This design comes from an exercise in tuning for small area and a short achievable clock period on the open sky130 flow, not from production work. Power is estimated from default activity; no workload was simulated.

==> flow/design.v <==
module axis_aoi222 #(parameter WIDTH = 44)(
    input logic [WIDTH - 1:0] a1, a2, b1, b2, c1, c2,
    output logic [WIDTH - 1:0] y
);
    assign y = ~((a1 & a2) | (b1 & b2) | (c1 & c2));
endmodule
module axis_payload_sel #(parameter DEPTH = 8)(
    input logic start, ready, v, x0, x1, y0, y1,
    input logic [DEPTH - 1:0] nx, nx_hold,
    output logic en_b,
    output logic [DEPTH - 1:0] sel
);
    logic g;
    assign g    = v & ~(start & (ready ? x1 : x0));
    assign en_b = v & start & (ready ? y1 : y0);
    assign sel  = {DEPTH{g}} & (ready ? nx : nx_hold);
endmodule
module axis_nand3 #(parameter WIDTH = 44)(
    input logic [WIDTH - 1:0] a, b, c,
    output logic [WIDTH - 1:0] y
);
    assign y = ~(a & b & c);
endmodule
module axis_master(
    input logic bk_start,
    input logic [31:0] bk_data,
    input logic [3:0] bk_tstrb,
    input logic [3:0] bk_tkeep,
    input logic [1:0] bk_tid,
    input logic [1:0] bk_user,
    output logic bk_nordy,
    output logic bk_done,
    input axi_aclk,
    input axi_aresetn,
    output logic axis_tvalid,
    output logic [31:0] axis_tdata,
    output logic [3:0] axis_tstrb,
    output logic [3:0] axis_tkeep,
    output logic axis_tlast,
    output logic [1:0] axis_tid,
    output logic [1:0] axis_tuser,
    input axis_tready
);
    localparam DEPTH = 8, WIDTH = 44;
    logic [WIDTH - 1:0] fifo [DEPTH - 1:0];
    logic [WIDTH - 1:0] din, o_q, o_n;
    logic [7:0] d_q, d_n, w_q, w_n, cnt_q, cnt_n, nx_q, nx_n;
    logic s_q, v_q, l_q, nordy_q, v_n;
    logic full_q, full_n, wr, rd;
    assign din = {bk_data, bk_tstrb, bk_tkeep, bk_tid, bk_user};
    assign wr   = bk_start & ~full_q;
    assign rd   = s_q & v_q & axis_tready;
    logic [7:0] w_inc;
    logic d_is0, d_is1, d_is2, d_is255, w_is0, w_is1, w_is255;
    logic gt1_inc, gt1_dec, gt1_same, v_inc, v_dec, v_same0, v_same1, v_clr;
    logic [7:0] nx_rot;
    logic [7:0] d_all1, d_all0, w_all1, d_tgl;
    logic up, dn;
    always_comb begin
        d_all1[0] = 1'b1;
        d_all0[0] = 1'b1;
        w_all1[0] = 1'b1;
        for (int i = 1; i < 8; i++) begin
            d_all1[i] = d_all1[i - 1] & d_q[i - 1];
            d_all0[i] = d_all0[i - 1] & ~d_q[i - 1];
            w_all1[i] = w_all1[i - 1] & w_q[i - 1];
        end
    end
    assign w_inc = w_q ^ w_all1;
    assign up    = wr & ~rd;
    assign dn    = rd & ~wr;
    assign d_tgl = ({8{up}} & d_all1) | ({8{dn}} & d_all0);
    assign d_is0   = (d_q == 8'd0);
    assign d_is1   = (d_q == 8'd1);
    assign d_is2   = (d_q == 8'd2);
    assign d_is255 = (d_q == 8'd255);
    assign w_is0   = (w_q == 8'd0);
    assign w_is1   = (w_q == 8'd1);
    assign w_is255 = (w_q == 8'd255);
    assign gt1_same = ~d_is0 & ~d_is1;
    assign gt1_inc  = ~d_is0 & ~d_is255;
    assign gt1_dec  = ~d_is1 & ~d_is2;
    assign v_inc    = gt1_inc | (d_is0 & w_is0 & ~v_q);    
    assign v_dec    = gt1_dec;                             
    assign v_same0  = gt1_same | (d_is1 & w_is1 & ~v_q);   
    assign v_same1  = gt1_same;                            
    assign v_clr    = ~w_is255;                            
    always_comb begin
        if (l_q) begin
            w_n = wr ? w_inc : 8'd0;
            d_n = wr ? w_inc : 8'd0;
            v_n = wr & v_clr;
        end
        else begin
            w_n = wr ? w_inc : w_q;
            d_n = d_q ^ d_tgl;
            case ({wr, rd})
                2'b10:   v_n = v_inc;
                2'b01:   v_n = v_dec;
                2'b11:   v_n = v_same1;
                default: v_n = v_same0;
            endcase
        end
    end
    always_comb begin
        if (l_q)
            full_n = wr & (w_q == 8'd7);
        else if (up)
            full_n = (d_q == 8'd7);
        else if (dn)
            full_n = (d_q == 8'd9);
        else
            full_n = full_q;
    end
    logic dl0_n, dl1_n, d255_n;
    always_comb begin
        if (l_q) begin
            dl0_n  = ~wr | (w_q[2:0] == 3'd7);
            dl1_n  = wr & (w_q[2:0] == 3'd0);
            d255_n = wr & (w_q == 8'd254);
        end
        else if (up) begin
            dl0_n  = (d_q[2:0] == 3'd7);
            dl1_n  = dl0_q;
            d255_n = (d_q == 8'd254);
        end
        else if (dn) begin
            dl0_n  = dl1_q;
            dl1_n  = (d_q[2:0] == 3'd2);
            d255_n = d_is0;
        end
        else begin
            dl0_n  = dl0_q;
            dl1_n  = dl1_q;
            d255_n = d255_q;
        end
    end
    assign nx_rot = {nx_q[6:0], nx_q[7]};
    always_comb begin
        if (~v_q)      nx_n = 8'b0000_0001;
        else if (~s_q) nx_n = 8'b0000_0010;
        else if (rd)   nx_n = nx_rot;
        else           nx_n = nx_q;
    end
    logic [7:0] c_all1;
    always_comb begin
        c_all1[0] = 1'b1;
        for (int i = 1; i < 8; i++)
            c_all1[i] = c_all1[i - 1] & cnt_q[i - 1];
    end
    assign cnt_n = (s_q & ~axis_tready) ? cnt_q ^ c_all1 : 8'd0;
    logic en_b, dl0, dl1, sv;
    logic x0, x1, y0, y1;
    logic [DEPTH - 1:0] sel, nx_hold;
    logic dl0_q, dl1_q, d255_q;
    assign dl0 = dl0_q;
    assign dl1 = dl1_q;
    assign sv  = s_q & v_q;
    assign x0  = ~full_q & (d255_q | dl0);
    assign x1  = ~full_q & (sv ? dl1 : (d255_q | dl0));
    assign y0  = ~full_q & dl0 & ~d255_q;
    assign y1  = ~full_q & (sv ? dl1 : (dl0 & ~d255_q));
    assign nx_hold = s_q ? {nx_q[0], nx_q[7:1]} : nx_q;
    axis_payload_sel #(.DEPTH(DEPTH)) payload_sel(
        .start(bk_start), .ready(axis_tready), .v(v_q),
        .x0(x0), .x1(x1), .y0(y0), .y1(y1),
        .nx(nx_q), .nx_hold(nx_hold),
        .en_b(en_b), .sel(sel));
    logic [WIDTH - 1:0] grp0, grp1, grp2;
    axis_aoi222 #(.WIDTH(WIDTH)) payload_g0(
        .a1({WIDTH{sel[0]}}), .a2(fifo[0]),
        .b1({WIDTH{sel[1]}}), .b2(fifo[1]),
        .c1({WIDTH{sel[2]}}), .c2(fifo[2]),
        .y(grp0));
    axis_aoi222 #(.WIDTH(WIDTH)) payload_g1(
        .a1({WIDTH{sel[3]}}), .a2(fifo[3]),
        .b1({WIDTH{sel[4]}}), .b2(fifo[4]),
        .c1({WIDTH{sel[5]}}), .c2(fifo[5]),
        .y(grp1));
    axis_aoi222 #(.WIDTH(WIDTH)) payload_g2(
        .a1({WIDTH{sel[6]}}), .a2(fifo[6]),
        .b1({WIDTH{sel[7]}}), .b2(fifo[7]),
        .c1({WIDTH{en_b}}),   .c2(din),
        .y(grp2));
    axis_nand3 #(.WIDTH(WIDTH)) payload_or(
        .a(grp0), .b(grp1), .c(grp2),
        .y(o_n));
    always_ff @(posedge axi_aclk) begin
        for (int i = 0; i < DEPTH; i++)
            if (bk_start & ~full_q & (w_q[2:0] == i)) fifo[i] <= din;
    end
    always_ff @(posedge axi_aclk or negedge axi_aresetn) begin
        if (~axi_aresetn) begin
            d_q     <= 8'd0;
            w_q     <= 8'd0;
            cnt_q   <= 8'd0;
            nx_q    <= 8'b0000_0001;
            full_q  <= 1'b0;
            dl0_q   <= 1'b1;
            dl1_q   <= 1'b0;
            d255_q  <= 1'b0;
            s_q     <= 1'b0;
            v_q     <= 1'b0;
            l_q     <= 1'b0;
            nordy_q <= 1'b0;
            o_q     <= '0;
        end
        else begin
            d_q     <= d_n;
            w_q     <= w_n;
            cnt_q   <= cnt_n;
            nx_q    <= nx_n;
            full_q  <= full_n;
            dl0_q   <= dl0_n;
            dl1_q   <= dl1_n;
            d255_q  <= d255_n;
            s_q     <= v_q;
            v_q     <= v_n;
            l_q     <= v_q & ~v_n;
            nordy_q <= s_q & ~axis_tready & (cnt_q >= 8'd4) & (cnt_q != 8'd255);
            o_q     <= o_n;
        end
    end
    assign axis_tvalid = s_q;
    assign axis_tlast  = l_q;
    assign bk_done     = l_q;
    assign bk_nordy    = nordy_q;
    assign {axis_tdata, axis_tstrb, axis_tkeep, axis_tid, axis_tuser} = o_q;
endmodule
Settings: LEC_CHECK=0, CAP_MARGIN=20, CORE_MARGIN=2, CORE_UTILIZATION=40, CTS_CLUSTER_DIAMETER=100, CTS_CLUSTER_SIZE=20, SETUP_SLACK_MARGIN=3.0, SLEW_MARGIN=20, SYNTH_HIERARCHICAL=1; clock period 5.0 ns.
run.sh (not shown) runs the stock make flow with config.mk's settings and CLKGATE_MAP_FILE= SYNTH_SCRIPT=/design/flow/synth_recipe.tcl, a recipe that flattens the netlist after the stock synthesis.
Edit:
--- a/flow/design.v
+++ b/flow/design.v
@@ -53,8 +53,9 @@
     logic [7:0] w_inc;
     logic d_is0, d_is1, d_is2, d_is255, w_is0, w_is1, w_is255;
     logic gt1_inc, gt1_dec, gt1_same, v_inc, v_dec, v_same0, v_same1, v_clr;
     logic [7:0] nx_rot;
+    logic [2:0] dl;
     logic [7:0] d_all1, d_all0, w_all1, d_tgl;
     logic up, dn;
     always_comb begin
         d_all1[0] = 1'b1;
@@ -111,31 +112,8 @@
             full_n = (d_q == 8'd9);
         else
             full_n = full_q;
     end
-    logic dl0_n, dl1_n, d255_n;
-    always_comb begin
-        if (l_q) begin
-            dl0_n  = ~wr | (w_q[2:0] == 3'd7);
-            dl1_n  = wr & (w_q[2:0] == 3'd0);
-            d255_n = wr & (w_q == 8'd254);
-        end
-        else if (up) begin
-            dl0_n  = (d_q[2:0] == 3'd7);
-            dl1_n  = dl0_q;
-            d255_n = (d_q == 8'd254);
-        end
-        else if (dn) begin
-            dl0_n  = dl1_q;
-            dl1_n  = (d_q[2:0] == 3'd2);
-            d255_n = d_is0;
-        end
-        else begin
-            dl0_n  = dl0_q;
-            dl1_n  = dl1_q;
-            d255_n = d255_q;
-        end
-    end
     assign nx_rot = {nx_q[6:0], nx_q[7]};
     always_comb begin
         if (~v_q)      nx_n = 8'b0000_0001;
         else if (~s_q) nx_n = 8'b0000_0010;
@@ -151,16 +129,16 @@
     assign cnt_n = (s_q & ~axis_tready) ? cnt_q ^ c_all1 : 8'd0;
     logic en_b, dl0, dl1, sv;
     logic x0, x1, y0, y1;
     logic [DEPTH - 1:0] sel, nx_hold;
-    logic dl0_q, dl1_q, d255_q;
-    assign dl0 = dl0_q;
-    assign dl1 = dl1_q;
+    assign dl  = d_q[2:0];
+    assign dl0 = (dl == 3'd0);
+    assign dl1 = (dl == 3'd1);
     assign sv  = s_q & v_q;
-    assign x0  = ~full_q & (d255_q | dl0);
-    assign x1  = ~full_q & (sv ? dl1 : (d255_q | dl0));
-    assign y0  = ~full_q & dl0 & ~d255_q;
-    assign y1  = ~full_q & (sv ? dl1 : (dl0 & ~d255_q));
+    assign x0  = ~full_q & (d_is255 | dl0);
+    assign x1  = ~full_q & (sv ? dl1 : (d_is255 | dl0));
+    assign y0  = ~full_q & dl0 & ~d_is255;
+    assign y1  = ~full_q & (sv ? dl1 : (dl0 & ~d_is255));
     assign nx_hold = s_q ? {nx_q[0], nx_q[7:1]} : nx_q;
     axis_payload_sel #(.DEPTH(DEPTH)) payload_sel(
         .start(bk_start), .ready(axis_tready), .v(v_q),
         .x0(x0), .x1(x1), .y0(y0), .y1(y1),
@@ -195,11 +173,8 @@
             w_q     <= 8'd0;
             cnt_q   <= 8'd0;
             nx_q    <= 8'b0000_0001;
             full_q  <= 1'b0;
-            dl0_q   <= 1'b1;
-            dl1_q   <= 1'b0;
-            d255_q  <= 1'b0;
             s_q     <= 1'b0;
             v_q     <= 1'b0;
             l_q     <= 1'b0;
             nordy_q <= 1'b0;
@@ -210,11 +185,8 @@
             w_q     <= w_n;
             cnt_q   <= cnt_n;
             nx_q    <= nx_n;
             full_q  <= full_n;
-            dl0_q   <= dl0_n;
-            dl1_q   <= dl1_n;
-            d255_q  <= d255_n;
             s_q     <= v_q;
             v_q     <= v_n;
             l_q     <= v_q & ~v_n;
             nordy_q <= s_q & ~axis_tready & (cnt_q >= 8'd4) & (cnt_q != 8'd255);
What happened: The new run finished with timing, DRC and antenna clean; cell area shrinks by 3.8%; wire length shrinks by 5.0%; utilization shrinks by 0.93 points; combinational power shrinks by 15%; synthesized cell count shrinks by 3.4%; die area shrinks by 1.2%; first-iteration DRC count shrinks by 17%; worst setup slack loses 0.27 ns; final cell count shrinks by 2.7%; global-route usage shrinks by 0.73 points; critical path depth grows by 1; hold slack loses 0.012 ns; total power shrinks by 8.0%.
No functional check of the RTL was part of any run of this note.

[re-timing with driven ports]
No port has a modelled driver above. Below, the same layouts with a new extraction and two added sets of constraints.
Step 1: set_driving_cell puts a clkbuf_16 on axi_aclk and a buf_2 on each other input, an assumption about the parent block.
Step 2 also shifts input and output timing later by t, the mid clock arrival at the registers, as if the neighbouring blocks saw the same clock.
a / b / c = ideal ports / drivers / drivers and shift; a / b = the first two.
| run | t, ns | setup WS [ns] | worst setup path at the end | pins driven straight from the clock port |
|---|---|---|---|---|
| the first run | 0.621 | 2.722 / 2.707 / 2.237 | input to register | 1 |
| the second run | 0.620 | 2.451 / 2.451 / 2.078 | input to register | 1 |
After both steps every run listed still meets setup and hold. The setup slack of the first run, which loses most, moves by -0.015 ns with the drivers and by -0.485 ns with both steps.
